Background: an optimization exercise with open tools, aiming at small area. Do not read the settings as production practice. Function was checked by simulation only, so behaviour that the tests miss may differ from the original. No activity file was given, so power comes from the tool's default toggle rates.

==> flow/design.v <==
module bcd;
endmodule
module seven_segment;
endmodule
module clock(
		input [0:0] CLOCK_24,
		input RST,
		input [1:0] KEY,
		output [6:0] HEX0,
		output [6:0] HEX1,
		output [6:0] HEX2,
		output [6:0] HEX3,
		output [13:0] GPIO_0
	);
	wire _000_;
	wire _001_;
	wire _002_;
	wire _003_;
	wire _004_;
	wire _005_;
	wire _006_;
	wire _007_;
	wire _008_;
	wire _009_;
	wire _010_;
	wire _011_;
	wire _012_;
	wire _013_;
	wire _014_;
	wire _015_;
	wire _016_;
	wire _017_;
	wire _018_;
	wire _019_;
	wire _020_;
	wire _021_;
	wire _022_;
	wire _023_;
	wire _024_;
	wire _025_;
	wire _026_;
	wire _027_;
	wire _028_;
	wire _029_;
	wire _030_;
	wire _031_;
	wire _032_;
	wire _033_;
	wire _034_;
	wire _035_;
	wire _036_;
	wire _037_;
	wire _038_;
	wire _039_;
	wire _040_;
	wire _041_;
	wire _042_;
	wire _043_;
	wire _044_;
	wire _045_;
	wire _046_;
	wire _047_;
	wire _048_;
	wire _049_;
	wire _050_;
	wire _051_;
	wire _052_;
	wire _053_;
	wire _054_;
	wire _055_;
	wire _056_;
	wire _057_;
	wire _058_;
	wire _059_;
	wire _060_;
	wire _061_;
	wire _062_;
	wire _063_;
	wire _064_;
	wire _065_;
	wire _066_;
	wire _067_;
	wire _068_;
	wire _069_;
	wire _070_;
	wire _071_;
	wire _072_;
	wire _073_;
	wire _074_;
	wire _075_;
	wire _076_;
	wire _077_;
	wire _078_;
	wire _079_;
	wire _080_;
	wire _081_;
	wire _082_;
	wire _083_;
	wire _084_;
	wire _085_;
	wire _086_;
	wire _087_;
	wire _088_;
	wire _089_;
	wire _090_;
	wire _091_;
	wire _092_;
	wire _093_;
	wire _094_;
	wire _095_;
	wire _096_;
	wire _097_;
	wire _098_;
	wire _099_;
	wire _100_;
	wire _101_;
	wire _102_;
	wire _103_;
	wire _104_;
	wire _105_;
	wire _106_;
	wire _107_;
	wire _108_;
	wire _109_;
	wire _110_;
	wire _111_;
	wire _112_;
	wire _113_;
	wire _114_;
	wire _115_;
	wire _116_;
	wire _117_;
	wire _118_;
	wire _119_;
	wire _120_;
	wire _121_;
	wire _122_;
	wire _123_;
	wire _124_;
	wire _125_;
	wire _126_;
	wire _127_;
	wire _128_;
	wire _129_;
	wire _130_;
	wire _131_;
	wire _132_;
	wire _133_;
	wire _134_;
	wire _135_;
	wire _136_;
	wire _137_;
	wire _138_;
	wire _139_;
	wire _140_;
	wire _141_;
	wire _142_;
	wire _143_;
	wire _144_;
	wire _145_;
	wire _146_;
	wire _147_;
	wire _148_;
	wire _149_;
	wire _150_;
	wire _151_;
	wire _152_;
	wire _153_;
	wire _154_;
	wire _155_;
	wire _156_;
	wire _157_;
	wire _158_;
	wire _159_;
	wire _160_;
	wire _161_;
	wire _162_;
	wire _163_;
	wire _164_;
	wire _165_;
	wire _166_;
	wire _167_;
	wire _168_;
	wire _169_;
	wire _170_;
	wire _171_;
	wire _172_;
	wire _173_;
	wire _174_;
	wire _175_;
	wire _176_;
	wire _177_;
	wire _178_;
	wire _179_;
	wire _180_;
	wire _181_;
	wire _182_;
	wire _183_;
	wire _184_;
	wire _185_;
	wire _186_;
	wire _187_;
	wire _188_;
	wire _189_;
	wire _190_;
	wire _191_;
	wire _192_;
	wire _193_;
	wire _194_;
	wire _195_;
	wire _196_;
	wire _197_;
	wire _198_;
	wire _199_;
	wire _200_;
	wire _201_;
	wire _202_;
	wire _203_;
	wire _204_;
	wire _205_;
	wire _206_;
	wire _207_;
	wire _208_;
	wire _209_;
	wire _210_;
	wire _211_;
	wire _212_;
	wire _213_;
	wire _214_;
	wire _215_;
	wire _216_;
	wire _217_;
	wire _218_;
	wire _219_;
	wire _220_;
	wire _221_;
	wire _222_;
	wire _223_;
	wire _224_;
	wire _225_;
	wire _226_;
	wire _227_;
	wire _228_;
	wire _229_;
	wire _230_;
	wire _231_;
	wire _232_;
	wire _233_;
	wire _234_;
	wire _235_;
	wire _236_;
	wire _237_;
	wire _238_;
	wire _239_;
	wire _240_;
	wire _241_;
	wire _242_;
	wire _243_;
	wire _244_;
	wire _245_;
	wire _246_;
	wire _247_;
	wire _248_;
	wire _249_;
	wire _250_;
	wire _251_;
	wire _252_;
	wire _253_;
	wire _254_;
	wire _255_;
	wire _256_;
	wire _257_;
	wire _258_;
	wire _259_;
	wire _260_;
	wire _261_;
	wire _262_;
	wire _263_;
	wire _264_;
	wire _265_;
	wire _266_;
	wire _267_;
	wire _268_;
	wire _269_;
	wire _270_;
	wire _271_;
	wire _272_;
	wire _273_;
	wire _274_;
	wire _275_;
	wire _276_;
	wire _277_;
	wire _278_;
	wire _279_;
	wire _280_;
	wire _281_;
	wire _282_;
	wire _283_;
	wire _284_;
	wire _285_;
	wire _286_;
	wire _287_;
	wire _288_;
	wire _289_;
	wire _290_;
	wire _291_;
	wire _292_;
	wire _293_;
	wire _294_;
	wire _295_;
	wire _296_;
	wire _297_;
	wire _298_;
	wire _299_;
	wire _300_;
	wire _301_;
	wire _302_;
	wire _303_;
	wire _304_;
	wire _305_;
	wire _306_;
	wire _307_;
	wire _308_;
	wire _309_;
	wire _310_;
	wire _311_;
	wire _312_;
	wire _313_;
	wire _314_;
	wire _315_;
	wire _316_;
	wire _317_;
	wire _318_;
	wire _319_;
	wire _320_;
	wire _321_;
	wire _322_;
	wire _323_;
	wire _324_;
	wire _325_;
	wire _326_;
	wire _327_;
	wire _328_;
	wire _329_;
	wire _330_;
	wire _331_;
	wire _332_;
	wire _333_;
	wire _334_;
	wire _335_;
	wire _336_;
	wire _337_;
	wire _338_;
	wire _339_;
	wire _340_;
	wire _341_;
	wire _342_;
	wire _343_;
	wire _344_;
	wire _345_;
	wire _346_;
	wire _347_;
	wire _348_;
	wire _349_;
	wire _350_;
	wire _351_;
	wire _352_;
	wire _353_;
	wire _354_;
	wire _355_;
	wire _356_;
	wire _357_;
	wire _358_;
	wire _359_;
	wire _360_;
	wire _361_;
	wire _362_;
	wire _363_;
	wire days_0_;
	wire days_1_;
	wire days_2_;
	wire days_3_;
	wire days_4_;
	wire dc_0_;
	wire dc_1_;
	wire dc_2_;
	wire dg0_0_;
	wire dg0_1_;
	wire dg0_2_;
	wire dg0_3_;
	wire dg1_0_;
	wire dg1_1_;
	wire dg1_2_;
	wire dg1_3_;
	wire dg2_0_;
	wire dg2_1_;
	wire dg2_2_;
	wire dg2_3_;
	wire dg3_0_;
	wire dg3_1_;
	wire dg3_2_;
	wire dg4_0_;
	wire dg4_1_;
	wire dg4_2_;
	wire dg4_3_;
	wire dg5_1_;
	wire dg5_2_;
	wire enc_d_0_;
	wire enc_d_1_;
	wire enc_d_2_;
	wire enc_d_3_;
	wire hours_0_;
	wire hours_1_;
	wire hours_2_;
	wire hours_3_;
	wire hours_4_;
	wire int_hi_0_;
	wire int_hi_1_;
	wire int_hi_2_;
	wire int_hi_3_;
	wire int_lo_0_;
	wire int_lo_1_;
	wire int_lo_2_;
	wire int_lo_3_;
	wire int_lo_4_;
	wire int_lo_5_;
	wire int_lo_6_;
	wire int_lo_7_;
	wire key_ff1_0_;
	wire key_ff1_1_;
	wire key_ff2_0_;
	wire key_ff2_1_;
	wire key_reg_0_;
	wire key_reg_1_;
	wire minutes_0_;
	wire minutes_1_;
	wire minutes_2_;
	wire minutes_3_;
	wire minutes_4_;
	wire minutes_5_;
	wire months_0_;
	wire months_1_;
	wire months_2_;
	wire months_3_;
	wire p2_0_;
	wire p2_1_;
	wire p2_2_;
	wire p2_3_;
	wire seconds_0_;
	wire seconds_1_;
	wire seconds_2_;
	wire seconds_3_;
	wire seconds_4_;
	wire seconds_5_;
	wire set_state_0_;
	wire set_state_1_;
	wire set_state_2_;
	wire years_0_;
	wire years_1_;
	wire years_2_;
	wire years_3_;
	wire years_4_;
	wire years_5_;
	wire years_6_;
	reg r_p2_0;
	always @( posedge CLOCK_24[0] ) r_p2_0 <= enc_d_0_;
	assign p2_0_ = r_p2_0;
	reg r_p2_1;
	always @( posedge CLOCK_24[0] ) r_p2_1 <= enc_d_1_;
	assign p2_1_ = r_p2_1;
	reg r_p2_2;
	always @( posedge CLOCK_24[0] ) r_p2_2 <= enc_d_2_;
	assign p2_2_ = r_p2_2;
	reg r_p2_3;
	always @( posedge CLOCK_24[0] ) r_p2_3 <= enc_d_3_;
	assign p2_3_ = r_p2_3;
	reg r_key_reg_0;
	always @( posedge CLOCK_24[0] ) r_key_reg_0 <= key_ff2_0_;
	assign key_reg_0_ = r_key_reg_0;
	reg r_key_reg_1;
	always @( posedge CLOCK_24[0] ) r_key_reg_1 <= key_ff2_1_;
	assign key_reg_1_ = r_key_reg_1;
	reg r_key_ff2_0;
	always @( posedge CLOCK_24[0] ) r_key_ff2_0 <= _048_;
	assign key_ff2_0_ = r_key_ff2_0;
	reg r_key_ff2_1;
	always @( posedge CLOCK_24[0] ) r_key_ff2_1 <= _049_;
	assign key_ff2_1_ = r_key_ff2_1;
	reg r_key_ff1_0;
	always @( posedge CLOCK_24[0] ) r_key_ff1_0 <= _047_;
	assign key_ff1_0_ = r_key_ff1_0;
	reg r_key_ff1_1;
	always @( posedge CLOCK_24[0] ) r_key_ff1_1 <= _050_;
	assign key_ff1_1_ = r_key_ff1_1;
	reg r_HEX3_6;
	always @( posedge CLOCK_24[0] ) r_HEX3_6 <= _046_;
	assign HEX3[6] = r_HEX3_6;
	reg r_dg5_1;
	always @( posedge CLOCK_24[0] ) r_dg5_1 <= _045_;
	assign dg5_1_ = r_dg5_1;
	reg r_dg5_2;
	always @( posedge CLOCK_24[0] ) r_dg5_2 <= _051_;
	assign dg5_2_ = r_dg5_2;
	reg r_dg3_0;
	always @( posedge CLOCK_24[0] ) r_dg3_0 <= _044_;
	assign dg3_0_ = r_dg3_0;
	reg r_dg3_1;
	always @( posedge CLOCK_24[0] ) r_dg3_1 <= _043_;
	assign dg3_1_ = r_dg3_1;
	reg r_dg3_2;
	always @( posedge CLOCK_24[0] ) r_dg3_2 <= _052_;
	assign dg3_2_ = r_dg3_2;
	reg r_dg4_0;
	always @( posedge CLOCK_24[0] ) r_dg4_0 <= _042_;
	assign dg4_0_ = r_dg4_0;
	reg r_dg4_1;
	always @( posedge CLOCK_24[0] ) r_dg4_1 <= _041_;
	assign dg4_1_ = r_dg4_1;
	reg r_dg4_2;
	always @( posedge CLOCK_24[0] ) r_dg4_2 <= _040_;
	assign dg4_2_ = r_dg4_2;
	reg r_dg4_3;
	always @( posedge CLOCK_24[0] ) r_dg4_3 <= _053_;
	assign dg4_3_ = r_dg4_3;
	reg r_dg2_0;
	always @( posedge CLOCK_24[0] ) r_dg2_0 <= _039_;
	assign dg2_0_ = r_dg2_0;
	reg r_dg2_1;
	always @( posedge CLOCK_24[0] ) r_dg2_1 <= _038_;
	assign dg2_1_ = r_dg2_1;
	reg r_dg2_2;
	always @( posedge CLOCK_24[0] ) r_dg2_2 <= _037_;
	assign dg2_2_ = r_dg2_2;
	reg r_dg2_3;
	always @( posedge CLOCK_24[0] ) r_dg2_3 <= _054_;
	assign dg2_3_ = r_dg2_3;
	reg r_dg1_0;
	always @( posedge CLOCK_24[0] ) r_dg1_0 <= _036_;
	assign dg1_0_ = r_dg1_0;
	reg r_dg1_1;
	always @( posedge CLOCK_24[0] ) r_dg1_1 <= _035_;
	assign dg1_1_ = r_dg1_1;
	reg r_dg1_2;
	always @( posedge CLOCK_24[0] ) r_dg1_2 <= _034_;
	assign dg1_2_ = r_dg1_2;
	reg r_dg1_3;
	always @( posedge CLOCK_24[0] ) r_dg1_3 <= _055_;
	assign dg1_3_ = r_dg1_3;
	reg r_dg0_0;
	always @( posedge CLOCK_24[0] ) r_dg0_0 <= _033_;
	assign dg0_0_ = r_dg0_0;
	reg r_dg0_1;
	always @( posedge CLOCK_24[0] ) r_dg0_1 <= _032_;
	assign dg0_1_ = r_dg0_1;
	reg r_dg0_2;
	always @( posedge CLOCK_24[0] ) r_dg0_2 <= _031_;
	assign dg0_2_ = r_dg0_2;
	reg r_dg0_3;
	always @( posedge CLOCK_24[0] ) r_dg0_3 <= _056_;
	assign dg0_3_ = r_dg0_3;
	reg r_dc_0;
	always @( posedge CLOCK_24[0] ) r_dc_0 <= _029_;
	assign dc_0_ = r_dc_0;
	reg r_dc_1;
	always @( posedge CLOCK_24[0] ) r_dc_1 <= _028_;
	assign dc_1_ = r_dc_1;
	reg r_dc_2;
	always @( posedge CLOCK_24[0] ) r_dc_2 <= _057_;
	assign dc_2_ = r_dc_2;
	reg r_set_state_0;
	always @( posedge CLOCK_24[0] ) r_set_state_0 <= _027_;
	assign set_state_0_ = r_set_state_0;
	reg r_set_state_1;
	always @( posedge CLOCK_24[0] ) r_set_state_1 <= _026_;
	assign set_state_1_ = r_set_state_1;
	reg r_set_state_2;
	always @( posedge CLOCK_24[0] ) r_set_state_2 <= _058_;
	assign set_state_2_ = r_set_state_2;
	reg r_years_0;
	always @( posedge CLOCK_24[0] ) r_years_0 <= _025_;
	assign years_0_ = r_years_0;
	reg r_years_1;
	always @( posedge CLOCK_24[0] ) r_years_1 <= _024_;
	assign years_1_ = r_years_1;
	reg r_years_2;
	always @( posedge CLOCK_24[0] ) r_years_2 <= _023_;
	assign years_2_ = r_years_2;
	reg r_years_3;
	always @( posedge CLOCK_24[0] ) r_years_3 <= _022_;
	assign years_3_ = r_years_3;
	reg r_years_4;
	always @( posedge CLOCK_24[0] ) r_years_4 <= _021_;
	assign years_4_ = r_years_4;
	reg r_years_5;
	always @( posedge CLOCK_24[0] ) r_years_5 <= _020_;
	assign years_5_ = r_years_5;
	reg r_years_6;
	always @( posedge CLOCK_24[0] ) r_years_6 <= _059_;
	assign years_6_ = r_years_6;
	reg r_months_0;
	always @( posedge CLOCK_24[0] ) r_months_0 <= _019_;
	assign months_0_ = r_months_0;
	reg r_months_1;
	always @( posedge CLOCK_24[0] ) r_months_1 <= _018_;
	assign months_1_ = r_months_1;
	reg r_months_2;
	always @( posedge CLOCK_24[0] ) r_months_2 <= _017_;
	assign months_2_ = r_months_2;
	reg r_months_3;
	always @( posedge CLOCK_24[0] ) r_months_3 <= _060_;
	assign months_3_ = r_months_3;
	reg r_days_0;
	always @( posedge CLOCK_24[0] ) r_days_0 <= _016_;
	assign days_0_ = r_days_0;
	reg r_days_1;
	always @( posedge CLOCK_24[0] ) r_days_1 <= _015_;
	assign days_1_ = r_days_1;
	reg r_days_2;
	always @( posedge CLOCK_24[0] ) r_days_2 <= _014_;
	assign days_2_ = r_days_2;
	reg r_days_3;
	always @( posedge CLOCK_24[0] ) r_days_3 <= _013_;
	assign days_3_ = r_days_3;
	reg r_days_4;
	always @( posedge CLOCK_24[0] ) r_days_4 <= _061_;
	assign days_4_ = r_days_4;
	reg r_hours_0;
	always @( posedge CLOCK_24[0] ) r_hours_0 <= _012_;
	assign hours_0_ = r_hours_0;
	reg r_hours_1;
	always @( posedge CLOCK_24[0] ) r_hours_1 <= _011_;
	assign hours_1_ = r_hours_1;
	reg r_hours_2;
	always @( posedge CLOCK_24[0] ) r_hours_2 <= _010_;
	assign hours_2_ = r_hours_2;
	reg r_hours_3;
	always @( posedge CLOCK_24[0] ) r_hours_3 <= _009_;
	assign hours_3_ = r_hours_3;
	reg r_hours_4;
	always @( posedge CLOCK_24[0] ) r_hours_4 <= _062_;
	assign hours_4_ = r_hours_4;
	reg r_minutes_0;
	always @( posedge CLOCK_24[0] ) r_minutes_0 <= _008_;
	assign minutes_0_ = r_minutes_0;
	reg r_minutes_1;
	always @( posedge CLOCK_24[0] ) r_minutes_1 <= _007_;
	assign minutes_1_ = r_minutes_1;
	reg r_minutes_2;
	always @( posedge CLOCK_24[0] ) r_minutes_2 <= _006_;
	assign minutes_2_ = r_minutes_2;
	reg r_minutes_3;
	always @( posedge CLOCK_24[0] ) r_minutes_3 <= _005_;
	assign minutes_3_ = r_minutes_3;
	reg r_minutes_4;
	always @( posedge CLOCK_24[0] ) r_minutes_4 <= _004_;
	assign minutes_4_ = r_minutes_4;
	reg r_minutes_5;
	always @( posedge CLOCK_24[0] ) r_minutes_5 <= _063_;
	assign minutes_5_ = r_minutes_5;
	reg r_seconds_0;
	always @( posedge CLOCK_24[0] ) r_seconds_0 <= _003_;
	assign seconds_0_ = r_seconds_0;
	reg r_seconds_1;
	always @( posedge CLOCK_24[0] ) r_seconds_1 <= _002_;
	assign seconds_1_ = r_seconds_1;
	reg r_seconds_2;
	always @( posedge CLOCK_24[0] ) r_seconds_2 <= _001_;
	assign seconds_2_ = r_seconds_2;
	reg r_seconds_3;
	always @( posedge CLOCK_24[0] ) r_seconds_3 <= _000_;
	assign seconds_3_ = r_seconds_3;
	reg r_seconds_4;
	always @( posedge CLOCK_24[0] ) r_seconds_4 <= _076_;
	assign seconds_4_ = r_seconds_4;
	reg r_seconds_5;
	always @( posedge CLOCK_24[0] ) r_seconds_5 <= _064_;
	assign seconds_5_ = r_seconds_5;
	reg r_int_hi_1;
	always @( posedge CLOCK_24[0] ) r_int_hi_1 <= _075_;
	assign int_hi_1_ = r_int_hi_1;
	reg r_int_hi_2;
	always @( posedge CLOCK_24[0] ) r_int_hi_2 <= _074_;
	assign int_hi_2_ = r_int_hi_2;
	reg r_int_hi_3;
	always @( posedge CLOCK_24[0] ) r_int_hi_3 <= _065_;
	assign int_hi_3_ = r_int_hi_3;
	reg r_int_hi_0;
	always @( posedge CLOCK_24[0] ) r_int_hi_0 <= _030_;
	assign int_hi_0_ = r_int_hi_0;
	reg r_int_lo_0;
	always @( posedge CLOCK_24[0] ) r_int_lo_0 <= _073_;
	assign int_lo_0_ = r_int_lo_0;
	reg r_int_lo_1;
	always @( posedge CLOCK_24[0] ) r_int_lo_1 <= _072_;
	assign int_lo_1_ = r_int_lo_1;
	reg r_int_lo_2;
	always @( posedge CLOCK_24[0] ) r_int_lo_2 <= _071_;
	assign int_lo_2_ = r_int_lo_2;
	reg r_int_lo_3;
	always @( posedge CLOCK_24[0] ) r_int_lo_3 <= _070_;
	assign int_lo_3_ = r_int_lo_3;
	reg r_int_lo_4;
	always @( posedge CLOCK_24[0] ) r_int_lo_4 <= _069_;
	assign int_lo_4_ = r_int_lo_4;
	reg r_int_lo_5;
	always @( posedge CLOCK_24[0] ) r_int_lo_5 <= _068_;
	assign int_lo_5_ = r_int_lo_5;
	reg r_int_lo_6;
	always @( posedge CLOCK_24[0] ) r_int_lo_6 <= _067_;
	assign int_lo_6_ = r_int_lo_6;
	reg r_int_lo_7;
	always @( posedge CLOCK_24[0] ) r_int_lo_7 <= _066_;
	assign int_lo_7_ = r_int_lo_7;
	assign _077_ = (~(HEX3[6]));
	assign _078_ = (~(p2_0_));
	assign HEX3[2] = (~(dg5_1_));
	assign _079_ = (~(dg3_0_));
	assign HEX1[2] = (~(dg3_1_));
	assign _080_ = (~(dg4_0_));
	assign _081_ = (~(dg4_2_));
	assign _082_ = (~(dg2_0_));
	assign _083_ = (~(dg2_1_));
	assign _084_ = (~(dg2_2_));
	assign _085_ = (~(dg1_0_));
	assign _086_ = (~(dg1_2_));
	assign _087_ = (~(dg0_0_));
	assign _088_ = (~(dg0_2_));
	assign _089_ = (~(days_3_));
	assign _090_ = (~(minutes_3_));
	assign _091_ = (~(months_2_));
	assign _092_ = (~(dc_0_));
	assign _093_ = (~(dc_1_));
	assign _094_ = (~(dg1_3_)) | (~(_085_));
	assign GPIO_0[2] = (~(dg1_1_)&~(dg1_2_)) | (~(_094_)&~(dg1_2_));
	assign HEX2[6] = (~(dg4_2_)&~(dg4_3_)) | (~(_080_)&~(dg4_1_));
	assign _095_ = ((dg1_3_)&(dg1_1_)) | ((dg1_0_)&(dg1_1_));
	assign GPIO_0[3] = (~(dg1_0_)&~(_095_)) | (~(dg1_2_)&~(_095_));
	assign HEX1[0] = (~(dg3_2_)&~(dg3_0_)) | (~(dg3_1_)&(dg3_0_));
	assign GPIO_0[4] = (~(dg1_0_)&~(_086_)) | (~(dg1_3_));
	assign GPIO_0[5] = (~(dg1_2_)&~(dg1_3_)) | ((_085_)&(dg1_1_));
	assign HEX1[1] = (~(dg3_2_)&~(_079_)) | (~(dg3_1_)&~(_079_));
	assign HEX2[1] = (~(dg4_3_)&~(_080_)) | (~(dg4_2_)&~(_080_));
	assign GPIO_0[6] = (~(dg1_2_)&~(dg1_3_)) | (~(_085_)&~(dg1_1_));
	assign GPIO_0[7] = (~(dg0_3_)&~(dg0_1_)) | (~(dg0_2_)&~(dg0_1_));
	assign GPIO_0[8] = (~(dg0_3_)&~(_087_)) | (~(dg0_2_)&~(_087_));
	assign _096_ = ((dg4_3_)&(dg4_1_)) | ((dg4_0_)&(dg4_1_));
	assign HEX2[3] = (~(dg4_0_)&~(_096_)) | (~(dg4_2_)&~(_096_));
	assign _097_ = (~(dg0_3_)) | (~(_087_));
	assign GPIO_0[9] = (~(dg0_1_)&~(dg0_2_)) | (~(_097_)&~(dg0_2_));
	assign HEX0[5] = (~(dg2_2_)&~(dg2_3_)) | (~(dg2_0_)&~(_083_));
	assign _098_ = (~(dg2_3_)&~(dg2_0_));
	assign _099_ = (~(_083_)&~(_098_));
	assign HEX0[3] = (~(dg2_0_)&~(_099_)) | (~(dg2_2_)&~(_099_));
	assign HEX1[4] = (~(dg3_0_)&~(HEX1[2])) | (~(dg3_2_));
	assign _100_ = ((dg0_3_)&(dg0_1_)) | ((dg0_0_)&(dg0_1_));
	assign GPIO_0[10] = (~(dg0_0_)&~(_100_)) | (~(dg0_2_)&~(_100_));
	assign GPIO_0[11] = (~(dg0_0_)&~(_088_)) | (~(dg0_3_));
	assign _101_ = (~(dg4_3_)) | (~(_080_));
	assign HEX2[2] = (~(dg4_1_)&~(dg4_2_)) | (~(_101_)&~(dg4_2_));
	assign HEX1[5] = (~(dg3_1_)&~(dg3_2_)) | (~(dg3_0_)&(dg3_2_));
	assign GPIO_0[12] = (~(dg0_2_)&~(dg0_3_)) | ((_087_)&(dg0_1_));
	assign HEX3[4] = (~(HEX3[6])&~(HEX3[2])) | (~(dg5_2_));
	assign GPIO_0[13] = (~(dg0_2_)&~(dg0_3_)) | (~(_087_)&~(dg0_1_));
	assign HEX1[6] = ((dg3_2_)&(dg3_0_)) | ((HEX1[2])&(dg3_0_));
	assign _102_ = (~(set_state_0_)&~(set_state_1_));
	assign _103_ = (~(key_reg_1_)&~(set_state_2_)) | (~(_102_)&~(set_state_2_));
	assign _104_ = ((key_reg_1_)&(_102_)) | ((set_state_2_));
	assign _105_ = (~(dc_0_)&~(dc_1_));
	assign _106_ = (~(dc_0_)&~(dc_1_)&~(_103_));
	assign _107_ = (~(_104_)) | (~(_105_));
	assign _108_ = (~(years_6_)) | (~(_106_));
	assign _109_ = (~(dc_2_)) | (~(dc_1_));
	assign _110_ = (~(_104_)&~(_109_));
	assign _111_ = (~(dc_2_)) | (~(dc_1_)) | (~(_103_));
	assign _112_ = (~(dc_0_)&~(dc_1_)&~(_104_));
	assign _113_ = (~(_103_)) | (~(_105_));
	assign _114_ = ((dc_2_)) | (~(dc_1_));
	assign _115_ = (~(_114_));
	assign _116_ = (~(_092_)&~(dc_1_));
	assign _117_ = (~(dc_0_)) | (~(_093_));
	assign _118_ = (~(_114_)) | (~(_117_));
	assign _119_ = (~(_114_)&~(_104_)) | (~(_117_)&~(_104_));
	assign _120_ = (~(_119_));
	assign _121_ = (~(_103_)&~(_109_));
	assign _122_ = (~(dc_2_)) | (~(dc_1_)) | (~(_104_));
	assign _123_ = (~(_122_)&~(days_3_)) | (~(years_3_)&~(_107_));
	assign _124_ = (~(_090_)&~(_123_)) | (~(_119_)&~(_123_));
	assign _125_ = (~(_113_)&~(seconds_3_)) | (~(hours_3_)&~(_111_)) | (~(_124_));
	assign _126_ = (~(years_5_)) | (~(_106_));
	assign _127_ = (~(seconds_5_)&~(_119_)) | (~(seconds_5_)&~(minutes_5_)) | (~(_112_)&~(_119_)) | (~(_112_)&~(minutes_5_));
	assign _128_ = (~(_126_)) | (~(_127_));
	assign _129_ = ((_125_)) | ((_128_));
	assign _130_ = ((_125_)&(_128_));
	assign _131_ = (~(_130_));
	assign _132_ = (~(_104_)) | (~(_118_));
	assign _133_ = (~(months_3_)&~(_132_));
	assign _134_ = (~(_129_)&~(_133_)) | (~(_131_)&~(_133_));
	assign _135_ = (~(_132_)&~(months_2_)) | (~(hours_2_)&~(_111_));
	assign _136_ = (~(_122_)&~(days_2_)) | (~(years_2_)&~(_107_));
	assign _137_ = (~(_135_)&~(_136_));
	assign _138_ = (~(_120_)&~(minutes_2_)) | (~(seconds_2_)&~(_113_)) | (~(_137_));
	assign _139_ = (~(hours_4_)&~(_121_)) | (~(hours_4_)&~(days_4_)) | (~(_110_)&~(_121_)) | (~(_110_)&~(days_4_));
	assign _140_ = (~(years_6_)&(years_4_));
	assign _141_ = (~(seconds_4_)&~(_119_)&~(_140_)) | (~(seconds_4_)&~(_119_)&~(_106_)) | (~(seconds_4_)&~(minutes_4_)&~(_140_)) | (~(_112_)&~(_119_)&~(_140_)) | (~(seconds_4_)&~(minutes_4_)&~(_106_)) | (~(_112_)&~(_119_)&~(_106_)) | (~(_112_)&~(minutes_4_)&~(_140_)) | (~(_112_)&~(minutes_4_)&~(_106_));
	assign _142_ = (~(_139_)) | (~(_141_));
	assign _143_ = (~(_138_)) | (~(_142_));
	assign _144_ = (~(_129_)) | (~(_138_)) | (~(_142_));
	assign _145_ = (~(years_4_)&~(_108_));
	assign _146_ = (~(years_4_)&~(_108_)&~(_138_)) | (~(_144_));
	assign _147_ = (~(dc_1_)&(dc_2_));
	assign _148_ = (~(dc_0_)&~(_147_)) | (~(_114_)&~(_147_));
	assign _149_ = (~(_148_));
	assign _150_ = (~(_130_)) | (~(_146_));
	assign _151_ = (~(_130_)&~(_148_)) | (~(_146_)&~(_148_));
	assign _152_ = (~(_130_)&~(_146_)) | (~(_151_));
	assign _153_ = (~(months_1_)&~(_110_)) | (~(months_1_)&~(hours_1_)) | (~(_104_)&~(_110_)) | (~(_118_)&~(_110_)) | (~(_104_)&~(hours_1_)) | (~(_118_)&~(hours_1_));
	assign _154_ = (~(years_1_)&~(_112_)) | (~(years_1_)&~(seconds_1_)) | (~(_106_)&~(_112_)) | (~(_106_)&~(seconds_1_));
	assign _155_ = (~(_153_)) | (~(_154_));
	assign _156_ = (~(minutes_1_)&~(_121_)&~(_155_)) | (~(minutes_1_)&~(days_1_)&~(_155_)) | (~(_119_)&~(_121_)&~(_155_)) | (~(_119_)&~(days_1_)&~(_155_));
	assign _157_ = (~(_152_)&(_156_));
	assign _158_ = (~(_108_)&~(_134_)) | (~(_157_));
	assign _159_ = (~(_134_)) | (~(_143_));
	assign _160_ = (~(_150_)&~(_159_)) | (~(_146_)&(_159_));
	assign _161_ = (~(_125_)&~(_145_)) | (~(_139_)&~(_145_)) | (~(_141_)&~(_145_));
	assign _162_ = (~(years_4_)&~(years_2_)&~(_108_));
	assign _163_ = (~(_142_)&~(_162_)) | (~(_130_));
	assign _164_ = (~(_130_)&~(_142_)&~(_145_)) | (~(_163_));
	assign _165_ = (~(_164_));
	assign _166_ = (~(_138_)&(_134_)) | (~(_165_)&(_134_));
	assign _167_ = (~(_160_)&~(_161_)&~(_166_));
	assign _168_ = (~(_161_)&~(_167_)) | (~(_166_)&~(_167_));
	assign _169_ = (~(years_5_)&~(years_4_));
	assign _170_ = (~(dc_2_)&~(_108_)&~(_169_)) | (~(_168_)&~(_148_));
	assign _171_ = (~(_144_)) | (~(_148_));
	assign _172_ = (~(_164_)&~(_171_)) | (~(_148_)&~(_156_));
	assign _173_ = ((_170_)&~(_172_)) | (~(_170_)&(_172_));
	assign _174_ = (~(_173_)&(_158_));
	assign _175_ = (~(_174_));
	assign _176_ = (~(minutes_0_)&~(_117_));
	assign _177_ = (~(_093_)&~(hours_0_)) | (~(seconds_0_)&~(dc_0_));
	assign _178_ = (~(_176_)&~(_177_)) | (~(_103_));
	assign _179_ = (~(months_0_)) | (~(_116_));
	assign _180_ = (~(years_0_)&~(dc_1_)) | (~(years_0_)&~(days_0_)) | (~(_092_)&~(dc_1_)) | (~(_092_)&~(days_0_));
	assign _181_ = (~(_104_)&~(_148_)) | (~(_179_)&~(_148_)) | (~(_180_)&~(_148_));
	assign _182_ = (~(_178_)) | (~(_181_));
	assign _183_ = ((_138_)&~(_164_)) | (~(_138_)&(_164_));
	assign _184_ = (~(_168_)&~(_183_)&(_156_));
	assign _185_ = (~(_149_)&~(_160_)&~(_184_)) | (~(_182_));
	assign _186_ = ((_170_)) | (~(_172_)) | (~(_152_));
	assign _187_ = (~(_126_)&~(_161_)) | (~(_127_)&~(_161_));
	assign _188_ = (~(_128_)&~(_145_)) | (~(_148_));
	assign _189_ = (~(_144_)) | (~(_149_)) | (~(_183_));
	assign _190_ = (~(_187_)&~(_188_)) | (~(_189_));
	assign _191_ = (~(_190_)&(_186_));
	assign _192_ = (~(_186_)&(_190_));
	assign _193_ = (~(_185_)&~(_191_)&~(_192_));
	assign enc_d_0_ = (~(_175_)&~(_193_)) | (~(_185_)&~(_193_));
	assign _194_ = ((_185_)&(_191_));
	assign _195_ = (~(_185_)) | (~(_191_));
	assign _196_ = (~(_173_)&~(_185_));
	assign enc_d_1_ = (~(_194_)&~(_196_)) | (~(_158_));
	assign HEX0[4] = (~(dg2_0_)&~(_084_)) | (~(dg2_3_));
	assign _197_ = (~(_174_)) | (~(_195_));
	assign _198_ = (~(_170_)&(_185_));
	assign enc_d_3_ = (~(_198_)&~(_174_)) | (~(_157_)&~(_190_));
	assign _199_ = (~(_185_)&~(_191_)) | (~(enc_d_3_)) | (~(_173_));
	assign enc_d_2_ = (~(_197_)) | (~(_199_));
	assign HEX2[4] = (~(dg4_0_)&~(_081_)) | (~(dg4_3_));
	assign HEX0[0] = (~(dg2_3_)&~(dg2_1_)) | (~(dg2_2_)&~(dg2_1_));
	assign HEX3[0] = (~(_077_)&~(dg5_1_));
	assign GPIO_0[1] = (~(dg1_3_)&~(_085_)) | (~(dg1_2_)&~(_085_));
	assign HEX2[5] = (~(dg4_2_)&~(dg4_3_)) | ((_080_)&(dg4_1_));
	assign GPIO_0[0] = (~(dg1_3_)&~(dg1_1_)) | (~(dg1_2_)&~(dg1_1_));
	assign HEX0[6] = (~(dg2_2_)&~(dg2_3_)) | (~(_082_)&~(dg2_1_));
	assign HEX2[0] = (~(dg4_3_)&~(dg4_1_)) | (~(dg4_2_)&~(dg4_1_));
	assign HEX0[1] = (~(dg2_3_)&~(_082_)) | (~(dg2_2_)&~(_082_));
	assign HEX3[5] = (~(dg5_2_)) | (~(HEX3[6]));
	assign _200_ = (~(dg2_3_)&~(_083_)) | (~(_082_)&~(_083_));
	assign HEX0[2] = (~(dg2_2_)&~(_200_));
	assign _201_ = (~(key_reg_1_)&(key_ff2_1_));
	assign _202_ = ((key_reg_1_)) | (~(key_ff2_1_));
	assign _203_ = (~(key_reg_0_)&(key_ff2_0_));
	assign _204_ = (~(set_state_0_)&~(_203_));
	assign _205_ = (~(set_state_0_)&~(_203_)) | ((set_state_0_)&(_203_));
	assign _206_ = (~(_205_));
	assign _207_ = (~(set_state_1_)) | (~(_206_));
	assign _208_ = (~(set_state_2_)&~(_207_));
	assign _209_ = ((set_state_2_)) | ((_207_));
	assign _210_ = (~(_201_)&~(RST)) | (~(_208_)&~(RST));
	assign _211_ = ((_201_)&(_208_)) | ((RST));
	assign _212_ = ((int_lo_3_)) | (~(int_lo_2_)) | (~(int_lo_4_));
	assign _213_ = (~(int_lo_1_)&~(int_lo_0_));
	assign _214_ = (~(int_hi_3_)) | (~(int_hi_0_)) | (~(_213_));
	assign _215_ = (~(_212_)&~(_214_));
	assign _216_ = ((seconds_1_)&(seconds_0_)&(_215_));
	assign _217_ = ((seconds_3_)&(seconds_4_)&(_216_));
	assign _218_ = (~(seconds_5_)) | (~(_217_));
	assign _219_ = (~(_218_));
	assign _220_ = (~(_210_)) | (~(_218_));
	assign _221_ = (~(seconds_2_)) | (~(_216_));
	assign _222_ = ((seconds_3_)&~(_221_)) | (~(seconds_3_)&(_221_));
	assign _000_ = (~(_220_)&~(_222_));
	assign _223_ = (~(seconds_2_)&~(_216_));
	assign _001_ = (~(_223_)&~(_220_)&(_221_));
	assign _224_ = (~(seconds_0_)&~(seconds_1_)) | (~(_215_)&~(seconds_1_));
	assign _002_ = (~(_211_)&~(_216_)&~(_224_));
	assign _225_ = (~(seconds_0_)&~(_215_)) | ((seconds_0_)&(_215_));
	assign _003_ = (~(_211_)&~(_225_));
	assign _226_ = (~(minutes_0_)&~(_218_)) | ((minutes_0_)&(_218_));
	assign _227_ = ((set_state_0_)&(_203_)) | ((set_state_1_));
	assign _228_ = (~(set_state_1_)) | (~(_203_));
	assign _229_ = (~(_227_)) | (~(_228_));
	assign _230_ = (~(_205_)) | (~(_229_));
	assign _231_ = ((set_state_2_)) | ((_204_)) | ((_227_));
	assign _232_ = ((_207_)&(_230_)&(_231_));
	assign _233_ = (~(_201_)) | (~(_232_));
	assign _234_ = (~(set_state_2_)&~(_233_));
	assign _235_ = ((minutes_0_)&(_219_)) | ((minutes_0_)&(_234_)) | ((_219_)&(_234_));
	assign _236_ = ((minutes_1_)&(_235_));
	assign _237_ = ((minutes_1_)&(minutes_2_)&(_235_));
	assign _238_ = (~(minutes_3_)&~(minutes_4_)) | (~(_237_)&~(minutes_4_));
	assign _239_ = ((minutes_4_)&(minutes_3_)&(_237_));
	assign _240_ = ((minutes_5_)&(minutes_4_)&(minutes_3_)&(minutes_1_));
	assign _241_ = ((_235_)&(_240_)) | ((RST));
	assign _004_ = (~(_238_)&~(_239_)&~(_241_));
	assign _242_ = (~(minutes_3_)&~(_241_)) | (~(_237_)&~(_241_));
	assign _005_ = ((minutes_3_)&(_242_)) | ((_237_)&(_242_));
	assign _243_ = (~(minutes_2_)&~(_236_));
	assign _006_ = (~(_237_)&~(_241_)&~(_243_));
	assign _244_ = (~(minutes_1_)&~(_235_));
	assign _007_ = (~(RST)&~(_236_)&~(_244_));
	assign _245_ = (~(_226_)&~(_234_)) | ((_226_)&(_234_));
	assign _008_ = (~(RST)&~(_245_));
	assign _246_ = (~(_202_)&~(_231_));
	assign _247_ = ((hours_0_)&~(_246_)) | (~(hours_0_)&(_246_));
	assign _248_ = ((minutes_0_)&(_219_)&(_240_));
	assign _249_ = ((hours_0_)&(_246_)) | ((hours_0_)&(_248_)) | ((_246_)&(_248_));
	assign _250_ = ((hours_1_)&(_249_));
	assign _251_ = (~(hours_2_)) | (~(_250_));
	assign _252_ = (~(hours_4_)&~(RST)&~(_251_));
	assign _253_ = (~(hours_2_)&~(RST)) | (~(_250_)&~(RST));
	assign _009_ = ((_252_)&~(hours_3_)) | ((_253_)&(hours_3_));
	assign _010_ = ((hours_2_)&(_253_)) | ((_250_)&(_253_));
	assign _254_ = (~(hours_1_)&~(_249_));
	assign _011_ = (~(RST)&~(_250_)&~(_254_));
	assign _255_ = (~(_247_)&~(_248_)) | ((_247_)&(_248_));
	assign _012_ = (~(RST)&~(_255_));
	assign _256_ = ((hours_4_)&(hours_2_)&(hours_1_)&(hours_0_));
	assign _257_ = ((days_0_)&(_248_)&(_256_));
	assign _258_ = (~(days_0_)) | (~(_248_)) | (~(_256_));
	assign _259_ = (~(days_3_)) | (~(days_2_)) | (~(days_4_));
	assign _260_ = (~(days_3_)) | (~(days_2_)) | (~(days_1_)) | (~(days_4_));
	assign _261_ = (~(_258_)&~(_260_));
	assign _262_ = ((_248_)&(_256_)) | ((days_0_));
	assign _263_ = (~(_258_)) | (~(_262_));
	assign _264_ = (~(years_0_)&~(years_1_));
	assign _265_ = (~(months_0_)&~(months_3_));
	assign _266_ = (~(months_1_)) | (~(_091_)) | (~(_265_));
	assign _267_ = (~(years_0_)&~(years_1_)&~(_266_)) | (~(_263_));
	assign _268_ = (~(_264_)&~(_266_)) | (~(_258_)) | (~(_260_));
	assign _269_ = (~(set_state_0_)&~(set_state_1_)&~(set_state_2_)&~(_259_));
	assign _270_ = (~(_215_)&~(_261_)) | (~(_267_)&~(_261_)) | (~(_268_)&~(_261_)) | (~(_269_)&~(_261_));
	assign _271_ = (~(months_2_)&(months_0_));
	assign _272_ = (~(months_2_)) | (~(_265_));
	assign _273_ = (~(days_1_)) | (~(_272_));
	assign _274_ = (~(months_3_)&~(_273_)&~(_263_)) | (~(_271_)&~(_273_)&~(_263_));
	assign _275_ = (~(_270_)&~(_274_));
	assign _276_ = ((RST)) | ((_275_));
	assign _277_ = ((set_state_2_)&~(_228_)) | (~(set_state_2_)&(_228_));
	assign _278_ = ((_230_)) | ((_277_));
	assign _279_ = (~(_202_)&~(_278_));
	assign _280_ = (~(_257_)&~(_279_)) | (~(_262_));
	assign _281_ = (~(_257_)&~(_279_)) | (~(_262_)) | (~(days_1_));
	assign _282_ = (~(_257_)&~(_279_)) | (~(_262_)) | (~(days_2_)) | (~(days_1_));
	assign _283_ = (~(_089_)&~(_282_));
	assign _284_ = ((_089_)&(_282_));
	assign _013_ = (~(_276_)&~(_283_)&~(_284_));
	assign _285_ = ((days_2_)&~(_281_)) | (~(days_2_)&(_281_));
	assign _014_ = (~(_276_)&~(_285_));
	assign _286_ = (~(_263_)) | (~(_270_));
	assign _287_ = ((_279_)&~(_286_)) | (~(_279_)&(_286_));
	assign _288_ = (~(_260_)&~(_263_));
	assign _016_ = ((RST)) | ((_287_)) | ((_288_));
	assign _289_ = ((days_1_)&~(_280_)) | (~(days_1_)&(_280_));
	assign _015_ = (~(_270_)&~(_274_)&~(_016_)) | (~(_289_)&~(_276_));
	assign _290_ = (~(_205_)&~(_233_));
	assign _291_ = ((months_0_)&(_275_)) | ((months_0_)&(_290_)) | ((_275_)&(_290_));
	assign _292_ = (~(months_1_)) | (~(_291_));
	assign _293_ = ((months_2_)&(months_3_)&(_261_));
	assign _294_ = (~(_091_)) | (~(_270_));
	assign _295_ = ((months_1_)&(_271_)) | ((_270_));
	assign _296_ = (~(months_3_)&~(RST)) | (~(_290_)&~(RST)) | (~(_294_)&~(RST)) | (~(_295_)&~(RST));
	assign _297_ = (~(_293_)&(_296_));
	assign _298_ = (~(_091_)&~(_292_));
	assign _299_ = (~(_091_)&~(_292_)) | (~(_297_));
	assign _017_ = (~(_091_)&~(_299_)) | (~(_292_)&~(_299_));
	assign _300_ = ((months_1_)&~(_291_)) | (~(months_1_)&(_291_));
	assign _301_ = (~(months_2_)&~(_300_)) | (~(months_3_)&~(_300_)) | (~(_275_)&~(_300_));
	assign _302_ = ((_275_)&~(_290_)) | (~(_275_)&(_290_));
	assign _018_ = (~(months_2_)&~(_301_)&~(RST)) | (~(months_3_)&~(_301_)&~(RST)) | (~(_302_)&~(_301_)&~(RST));
	assign _303_ = (~(_293_)&(months_0_));
	assign _304_ = (~(_302_)&~(_303_)) | ((_302_)&(_303_));
	assign _019_ = (~(_296_)) | (~(_304_));
	assign _305_ = (~(set_state_2_)) | (~(_227_)) | (~(_228_));
	assign _306_ = (~(_202_)&~(_305_));
	assign _307_ = ((years_0_)&~(_293_)) | (~(years_0_)&(_293_));
	assign _308_ = ((years_0_)&(_293_)) | ((years_0_)&(_306_)) | ((_293_)&(_306_));
	assign _309_ = ((years_1_)&(_308_));
	assign _310_ = (~(years_2_)) | (~(_309_));
	assign _311_ = ((years_2_)&(years_3_)&(_309_));
	assign _312_ = (~(years_4_)&~(years_5_)) | (~(_311_)&~(years_5_));
	assign _313_ = (~(years_4_)&~(years_2_)&~(years_3_)&(years_6_));
	assign _314_ = ((years_5_)&(years_1_)&(_313_));
	assign _315_ = (~(_306_)&~(RST)) | (~(_307_)&~(RST)) | (~(_314_)&~(RST));
	assign _316_ = ((years_5_)&(years_4_)&(_311_));
	assign _020_ = (~(_312_)&~(_316_)&(_315_));
	assign _317_ = (~(years_4_)&~(RST)) | (~(_311_)&~(RST));
	assign _021_ = ((years_4_)&(_317_)) | ((_311_)&(_317_));
	assign _318_ = (~(years_2_)&~(years_3_)) | (~(_309_)&~(years_3_));
	assign _022_ = (~(RST)&~(_311_)&~(_318_));
	assign _319_ = (~(years_2_)&~(_309_));
	assign _320_ = (~(_310_)) | (~(_315_));
	assign _023_ = (~(_319_)&~(_320_));
	assign _321_ = (~(years_1_)&~(_308_));
	assign _024_ = (~(RST)&~(_309_)&~(_321_));
	assign _322_ = (~(_306_)&~(_307_)) | ((_306_)&(_307_));
	assign _025_ = (~(RST)&~(_322_));
	assign _026_ = (~(_209_)&~(RST)) | (~(_229_)&~(RST));
	assign _027_ = (~(set_state_1_)&~(_205_)&~(RST)) | (~(set_state_2_)&~(_205_)&~(RST)) | (~(_203_)&~(_205_)&~(RST));
	assign _028_ = (~(_092_)&~(RST));
	assign _029_ = (~(dc_2_)&~(RST));
	assign _323_ = (~(int_lo_6_)&~(int_lo_4_)&~(int_lo_3_)&~(int_lo_2_));
	assign _324_ = (~(_213_)) | (~(_323_));
	assign _325_ = (~(int_lo_5_)&~(_324_)&(int_lo_7_));
	assign _326_ = (~(int_hi_0_)) | (~(_325_));
	assign _327_ = (~(int_hi_0_)&~(_325_));
	assign _328_ = (~(_215_)&~(_327_));
	assign _329_ = (~(_326_)) | (~(_328_));
	assign _030_ = (~(_211_)&~(_329_));
	assign _330_ = (~(_209_)&~(_326_)) | (~(_209_)&~(_328_)) | (~(_305_)&~(_326_)) | (~(_305_)&~(_328_));
	assign _331_ = ((_201_)&(_208_)) | ((_330_));
	assign _332_ = (~(dc_0_)&~(dc_2_));
	assign _333_ = (~(dc_0_)&~(dc_2_)&~(_331_));
	assign _334_ = (~(_331_)&~(_332_));
	assign _031_ = ((_334_)&(dg0_2_)) | ((p2_2_)&(_333_));
	assign _032_ = ((_334_)&(dg0_1_)) | ((p2_1_)&(_333_));
	assign _033_ = (~(_078_)&~(_334_)) | (~(_078_)&~(_087_)) | (~(_333_)&~(_334_)) | (~(_333_)&~(_087_));
	assign _335_ = (~(_117_)&~(_331_));
	assign _336_ = (~(_116_)&~(_331_));
	assign _034_ = ((_336_)&(dg1_2_)) | ((p2_2_)&(_335_));
	assign _035_ = ((_336_)&(dg1_1_)) | ((p2_1_)&(_335_));
	assign _036_ = (~(_078_)&~(_336_)) | (~(_078_)&~(_085_)) | (~(_335_)&~(_336_)) | (~(_335_)&~(_085_));
	assign _337_ = ((_232_)&(_305_)&(_329_));
	assign _338_ = (~(_114_)&~(_337_));
	assign _339_ = (~(_115_)&~(_337_));
	assign _037_ = ((_339_)&(dg2_2_)) | ((p2_2_)&(_338_));
	assign _038_ = ((_339_)&(dg2_1_)) | ((p2_1_)&(_338_));
	assign _039_ = (~(_078_)&~(_339_)) | (~(_078_)&~(_082_)) | (~(_338_)&~(_339_)) | (~(_338_)&~(_082_));
	assign _340_ = (~(_231_)&~(_326_)) | (~(_231_)&~(_328_)) | (~(_278_)&~(_326_)) | (~(_278_)&~(_328_));
	assign _341_ = (~(dc_0_)&~(_093_)&~(_340_));
	assign _342_ = (~(_092_)&~(_340_)) | (~(dc_1_)&~(_340_));
	assign _040_ = ((_342_)&(dg4_2_)) | ((p2_2_)&(_341_));
	assign _041_ = ((_342_)&(dg4_1_)) | ((p2_1_)&(_341_));
	assign _042_ = (~(_078_)&~(_342_)) | (~(_078_)&~(_080_)) | (~(_341_)&~(_342_)) | (~(_341_)&~(_080_));
	assign _343_ = (~(dc_0_)) | (~(dc_2_));
	assign _344_ = (~(_337_)&~(_343_));
	assign _345_ = (~(dc_0_)&~(_337_)) | (~(dc_2_)&~(_337_));
	assign _043_ = ((_345_)&(dg3_1_)) | ((p2_2_)&(_344_));
	assign _044_ = (~(_078_)&~(_345_)) | (~(_078_)&~(_079_)) | (~(_344_)&~(_345_)) | (~(_344_)&~(_079_));
	assign _346_ = (~(_147_)&~(_340_));
	assign _347_ = (~(_340_)&(_147_));
	assign _045_ = ((_347_)&(p2_2_)) | ((dg5_1_)&(_346_));
	assign _046_ = (~(_077_)&~(_347_)) | (~(_077_)&~(_078_)) | (~(_346_)&~(_347_)) | (~(_346_)&~(_078_));
	assign _047_ = (~(KEY[0])&~(RST));
	assign _048_ = (~(RST)&(key_ff1_0_));
	assign _049_ = (~(RST)&(key_ff1_1_));
	assign _050_ = (~(RST)&~(KEY[1]));
	assign _051_ = ((_347_)&(p2_3_)) | ((dg5_2_)&(_346_));
	assign _052_ = ((_345_)&(dg3_2_)) | ((p2_3_)&(_344_));
	assign _053_ = ((_342_)&(dg4_3_)) | ((p2_3_)&(_341_));
	assign _054_ = ((_339_)&(dg2_3_)) | ((p2_3_)&(_338_));
	assign _055_ = ((_336_)&(dg1_3_)) | ((p2_3_)&(_335_));
	assign _056_ = ((_334_)&(dg0_3_)) | ((p2_3_)&(_333_));
	assign _057_ = (~(_093_)&~(RST));
	assign _058_ = (~(RST)&~(_208_)&~(_277_));
	assign _348_ = (~(years_6_)&~(_316_)) | (~(_315_));
	assign _059_ = (~(years_6_)&~(_348_)) | (~(_316_)&~(_348_));
	assign _060_ = ((months_3_)&(_297_)) | ((_298_)&(_297_));
	assign _349_ = (~(days_4_)&~(_283_)) | ((_276_));
	assign _061_ = (~(days_4_)&~(_349_)) | (~(_283_)&~(_349_));
	assign _062_ = ((_253_)&(hours_4_)) | ((hours_3_)&(_252_));
	assign _350_ = (~(minutes_5_)&~(_239_));
	assign _063_ = (~(_241_)&~(_350_));
	assign _351_ = (~(seconds_2_)&~(seconds_5_)) | (~(_217_)&~(seconds_5_));
	assign _064_ = (~(_220_)&~(_351_));
	assign _352_ = ((int_hi_1_)&(int_hi_0_)&(_325_));
	assign _353_ = ((int_hi_2_)&(_352_));
	assign _354_ = (~(_211_)&~(_215_));
	assign _355_ = ((_215_)) | (~(_210_));
	assign _356_ = (~(int_hi_3_)&~(_353_)) | (~(_354_));
	assign _065_ = (~(int_hi_3_)&~(_356_)) | (~(_353_)&~(_356_));
	assign _066_ = ((int_lo_6_)&(_354_));
	assign _067_ = ((int_lo_5_)&(_354_));
	assign _068_ = ((int_lo_4_)&(_354_));
	assign _069_ = ((int_lo_3_)&(_210_));
	assign _070_ = ((int_lo_2_)&(_354_));
	assign _071_ = ((int_lo_1_)&(_210_));
	assign _072_ = ((int_lo_0_)&(_210_));
	assign _357_ = (~(int_lo_3_)&~(int_lo_5_)) | ((int_lo_3_)&(int_lo_5_));
	assign _358_ = (~(_324_)) | (~(_357_));
	assign _359_ = ((int_lo_7_)&~(_358_)) | (~(int_lo_7_)&(_358_));
	assign _360_ = (~(int_lo_4_)&~(_359_)) | ((int_lo_4_)&(_359_));
	assign _073_ = (~(_355_)&~(_360_));
	assign _361_ = (~(int_hi_2_)&~(_352_));
	assign _074_ = (~(_353_)&~(_355_)&~(_361_));
	assign _362_ = (~(int_hi_0_)&~(int_hi_1_)) | (~(_325_)&~(int_hi_1_));
	assign _075_ = (~(_352_)&~(_355_)&~(_362_));
	assign _363_ = (~(seconds_2_)&~(seconds_4_)) | (~(seconds_3_)&~(seconds_4_)) | (~(_216_)&~(seconds_4_));
	assign _076_ = (~(seconds_2_)&~(_220_)&~(_363_)) | (~(_217_)&~(_220_)&~(_363_));
	assign HEX3[3] = HEX3[0];
	assign HEX3[1] = HEX3[0];
	assign HEX1[3] = HEX1[0];
endmodule
==> flow/run.sh <==
#!/bin/bash
# synth_recipe.tcl (not shown) runs the flow's synth.tcl, then flattens the netlist and writes it again
# the make line also repeats each setting of config.mk as NAME=value (left out here)
make -C /OpenROAD-flow-scripts/flow DESIGN_CONFIG=/design/flow/config.mk WORK_HOME=/design/flow/orfs CLKGATE_MAP_FILE= SYNTH_SCRIPT=/design/flow/synth_recipe.tcl finish
==> flow/config.mk <==
export PLATFORM = sky130hd
export DESIGN_NAME = clock
export DESIGN_NICKNAME = clock
export VERILOG_FILES = /design/flow/design.v
export SDC_FILE = /design/flow/constraint.sdc
export NUM_CORES = 4
export LEC_CHECK = 0
export ABC_AREA = 1
export CAP_MARGIN = 20
export CORE_MARGIN = 2
export CORE_UTILIZATION = 60
export SLEW_MARGIN = 20
==> flow/constraint.sdc <==
create_clock -name core_clock -period 10.0 [get_ports {CLOCK_24}]
set_input_delay 2.0000 -clock core_clock [delete_from_list [all_inputs] [get_ports {CLOCK_24}]]
set_output_delay 2.0000 -clock core_clock [all_outputs]
set_load 0.01 [all_outputs]
==> key figures <==
Status
  – Outcome: finished clean

Layout
  – Multi-input gate area in the final layout: around 2200 um2
  – Combined flip-flop and latch cell area: around 1700 um2
  – Number of antenna cells inserted: 0
  – Final Core Density: 72.0%
  – Net count of the finished layout: around 700
  – Area growth from synthesis to layout: 16.9%
  – Number of inserted filler cells in the final layout: 594
  – Fraction of layout cells with a size suffix above 1: under 10%
  – Design Area, Final: just over 5000 um2

Clocking
  – Clock tree from TritonCTS: yes
  – Sink count of the clock tree: 83
  – Number of clock buffers inserted by TritonCTS: 9
  – Count of instances resized after the clock tree is built: 0
  – Later-pin clock latency in the skew report: about 0.36 ns
  – H-tree lvl count: 3
  – Post CTS Setup Buffer Count: 0
  – Root buffer cell: sky130_fd_sc_hd__clkbuf_8
  – Clock-pin transition on the worst setup and hold timing paths: 0.09 ns
  – Clock Path Buffers: 2
  – Number of hold-repair buffers added at the cts stage: 0

Min path
  – Hold path startpoint: r_key_ff2_0
  – WHS Path Cells: 0
  – Path class of the lowest-slack min-delay path: register to register
  – End point of the worst hold path: r_key_reg_0

Die
  – Die Area: just over 8000 um2
  – Effective utilization at floorplan: between 60% and 70%
  – Die Height: 89.8 um
  – Count of pins on the block boundary: 46
  – Placeable core region: 7180 um2
  – Number of core rows: 31
  – Die Width: around 90 um

Logic synthesis
  – Library cells used by synthesis: 34
  – Avg Inst Size Synth: 6.80 um2
  – Cell area after synthesis: around 4400 um2
  – Synth warnings: 1
  – Seq cells post-synth: 83
  – Proportion of synthesized chip area in sequential cells: 37.6%
  – Ys async rst share: 0%
  – Post-synthesis net count: around 670
  – Post-synth EDFFs: 0
  – Gate count after technology mapping: 650
  – Most common cell in the synthesized netlist: sky130_fd_sc_hd__inv_1
  – Synth area leader: sky130_fd_sc_hd__dfxtp_1
  – Area share of the largest cell type after synthesis: 37.6%
  – Largest cells by area after synthesis: sky130_fd_sc_hd__dfxtp_1 (38%), sky130_fd_sc_hd__inv_1 (9.7%), sky130_fd_sc_hd__nand2_1 (8.9%)
  – Dominant register cell in the synthesized netlist: sky130_fd_sc_hd__dfxtp_1
  – List of most frequent post-synthesis cells: sky130_fd_sc_hd__inv_1 (114), sky130_fd_sc_hd__nand2_1 (105), sky130_fd_sc_hd__dfxtp_1 (83)

GRT
  – Via count of the first global-routing pass: a little over 4000
  – Largest net degree at the start of global routing: 18
  – Total routing usage reported by global routing: a little over a quarter
  – Global-route wire length before repair: ~18 mm
  – Overflow left after global routing: 0
  – Antenna violations before repair: 0

Timing
  – Maximum clock frequency: roughly 270 MHz
  – Fin worst setup slack: 6.27 ns
  – RSZ-0062 raised after global routing: false
  – Post-route clock period utilization: a little under two fifths
  – Post-Route Setup TNS: 0 ns
  – Slew at the pin closest to its max-slew limit: just under 0.7 ns
  – Final count of pins violating max slew: 0
  – Final number of hold-violating endpoints: 0
  – Worst Hold Margin: between 0.3 and 0.4 ns
  – Final-report setup violation count: 0
  – Minimum clock period after layout: 3.73 ns
  – Tightest slew margin relative to the limit: ~55%
  – Final Skew: 0.00741 ns

Setup path
  – Largest fanout on the critical path: 4
  – Crit path arrival time: 4.02 ns
  – Classification of the worst setup path: register to register
  – Worst-case register-to-register setup slack: 6.27 ns
  – Critical Path End Type: register
  – Critical Path Source Type: register
  – Required arrival time at the worst endpoint: approximately 10 ns
  – Source of the worst register-to-register timing path: r_int_lo_3
  – Number of cells on the worst reg-to-reg path: 20
  – Worst flop-to-flop path endpoint: r_years_6

Pwr
  – Maximum VDD drop: 0.0775 mV
  – P_leak: between 2 and 2.5 nW
  – Power Density: ~170 nW/um2

Drt
  – DRT antenna net count: 0
  – Ratio of routed vias to standard cells: roughly 5.3
  – Via Count: between 4000 and 5000
  – First-pass detailed-route iteration total: 5
  – DRC violation count after routing: 0
  – Drt initial violations: approximately 210
  – WL per Instance: between 10 and 15 um
  – Final WL: 10.2 mm

Job
  – Max-cap violations: 0

Placed design
  – Final weighted congestion in routability-driven placement: 0.928
  – Dpl cell area: approximately 5000 um2
  – Detailed placement HPWL: 7.88 mm
  – Dpl ws: roughly 6.1 ns
  – Count of input and output buffers: 45
[power breakdown]
| part | total, mW | leakage [nW] | internal, mW | switching [mW] |
|---|---|---|---|---|
| logic | 0.238 | 1.50 | 0.120 | 0.118 |
| registers | 0.384 | 0.677 | 0.355 | 0.0286 |
| clock network | 0.278 | 0.115 | 0.150 | 0.127 |
| total | 0.900 | 2.30 | 0.626 | 0.274 |
[stage by stage]
stage               cells  power (mW)
floorplan             650       0.516
global placement      784       0.622
detailed placement    784       0.629
CTS                   800       0.901
global route          800       0.942
finish                800       0.900
[layout make-up]
type,count,share of cell area (%)
Clock inverter,6,1.86
Timing Repair Buffer,45,8.72
Clock buffer,10,2.66
Inverter,122,8.86
Sequential cell,83,32.2
Tap cell,99,2.40
Multi-Input combinational cell,435,43.3
[cell usage in the layout, fill, tap and decap left out, types with 3 or more instances in the layout]
| master | netlist | layout |
|---|---|---|
| sky130_fd_sc_hd__a211oi_1 | 3 | 3 |
| sky130_fd_sc_hd__a21oi_1 | 44 | 44 |
| sky130_fd_sc_hd__a31oi_1 | 4 | 4 |
| sky130_fd_sc_hd__clkbuf_8 | 0 | 10 |
| sky130_fd_sc_hd__clkdlybuf4s50_1 | 0 | 45 |
| sky130_fd_sc_hd__dfxtp_1 | 83 | 83 |
| sky130_fd_sc_hd__fa_1 | 3 | 3 |
| sky130_fd_sc_hd__ha_1 | 9 | 9 |
| sky130_fd_sc_hd__inv_1 | 114 | 114 |
| sky130_fd_sc_hd__inv_2 | 7 | 7 |
| sky130_fd_sc_hd__nand2_1 | 105 | 105 |
| sky130_fd_sc_hd__nand2_2 | 16 | 16 |
| sky130_fd_sc_hd__nand2_4 | 3 | 3 |
| sky130_fd_sc_hd__nand3_1 | 39 | 39 |
| sky130_fd_sc_hd__nand3b_1 | 3 | 3 |
| sky130_fd_sc_hd__nand4_1 | 10 | 10 |
| sky130_fd_sc_hd__nor2_1 | 81 | 81 |
| sky130_fd_sc_hd__nor2_2 | 8 | 8 |
| sky130_fd_sc_hd__nor3_1 | 13 | 13 |
| sky130_fd_sc_hd__nor4_1 | 5 | 5 |
| sky130_fd_sc_hd__o21ai_0 | 42 | 42 |
| sky130_fd_sc_hd__o22ai_1 | 33 | 33 |
[how the worst max path moves through the flow]
stage                      endpoint  startpoint  cells past startpoint
after floorplan           r_years_6  r_int_lo_3                     20
after global placement     r_days_1         RST                      6
after detailed placement   r_days_1         RST                      6
after CTS                 GPIO_0[9]     r_dg0_3                      3
after global routing      r_years_6  r_int_lo_3                     20
final                     r_years_6  r_int_lo_3                     20
[logic make-up (layout without fill, tap and decap cells)]
kind of cell / Yosys count / count (layout) / share of synthesized area (%)
simple gates: 291 / 291 / 30.1
buf+inv: 132 / 183 / 11.8
compound gates: 128 / 128 / 15.9
flops: 83 / 83 / 37.6
fa+ha+maj: 12 / 12 / 3.91
xor+xnor: 4 / 4 / 0.792
[per-layer routing]
layer | part of all wire (%) | track usage (%) | vias to the layer above
met1 | 47 | 32.3 | 1908
met3 | 3.7 | 3.60 | 17
met2 | 48 | 47.8 | 89
li1 | - | - | 2198
met4 | 1.8 | 10.4 | 0
met5 | 0 | 0 | -
[worst max-delay path, cell delays in order (launching register included)]
cell and delay [ns]:
sky130_fd_sc_hd__dfxtp_1 0.33, sky130_fd_sc_hd__nor3_1 0.33, sky130_fd_sc_hd__and3_1 0.30, sky130_fd_sc_hd__nand2_1 0.11
sky130_fd_sc_hd__nor4_1 0.32, sky130_fd_sc_hd__ha_1 0.27, sky130_fd_sc_hd__nand2_1 0.09, sky130_fd_sc_hd__nor2_1 0.12
sky130_fd_sc_hd__nand2_1 0.12, sky130_fd_sc_hd__nor2_1 0.10, sky130_fd_sc_hd__inv_1 0.06, sky130_fd_sc_hd__nor2_1 0.27
sky130_fd_sc_hd__fa_1 0.25, sky130_fd_sc_hd__nand2_1 0.07, sky130_fd_sc_hd__nor2_1 0.21, sky130_fd_sc_hd__nand2_1 0.11
sky130_fd_sc_hd__nor2_1 0.13, sky130_fd_sc_hd__inv_1 0.07, sky130_fd_sc_hd__nor2_1 0.16, sky130_fd_sc_hd__o21ai_0 0.10
sky130_fd_sc_hd__a21oi_1 0.12
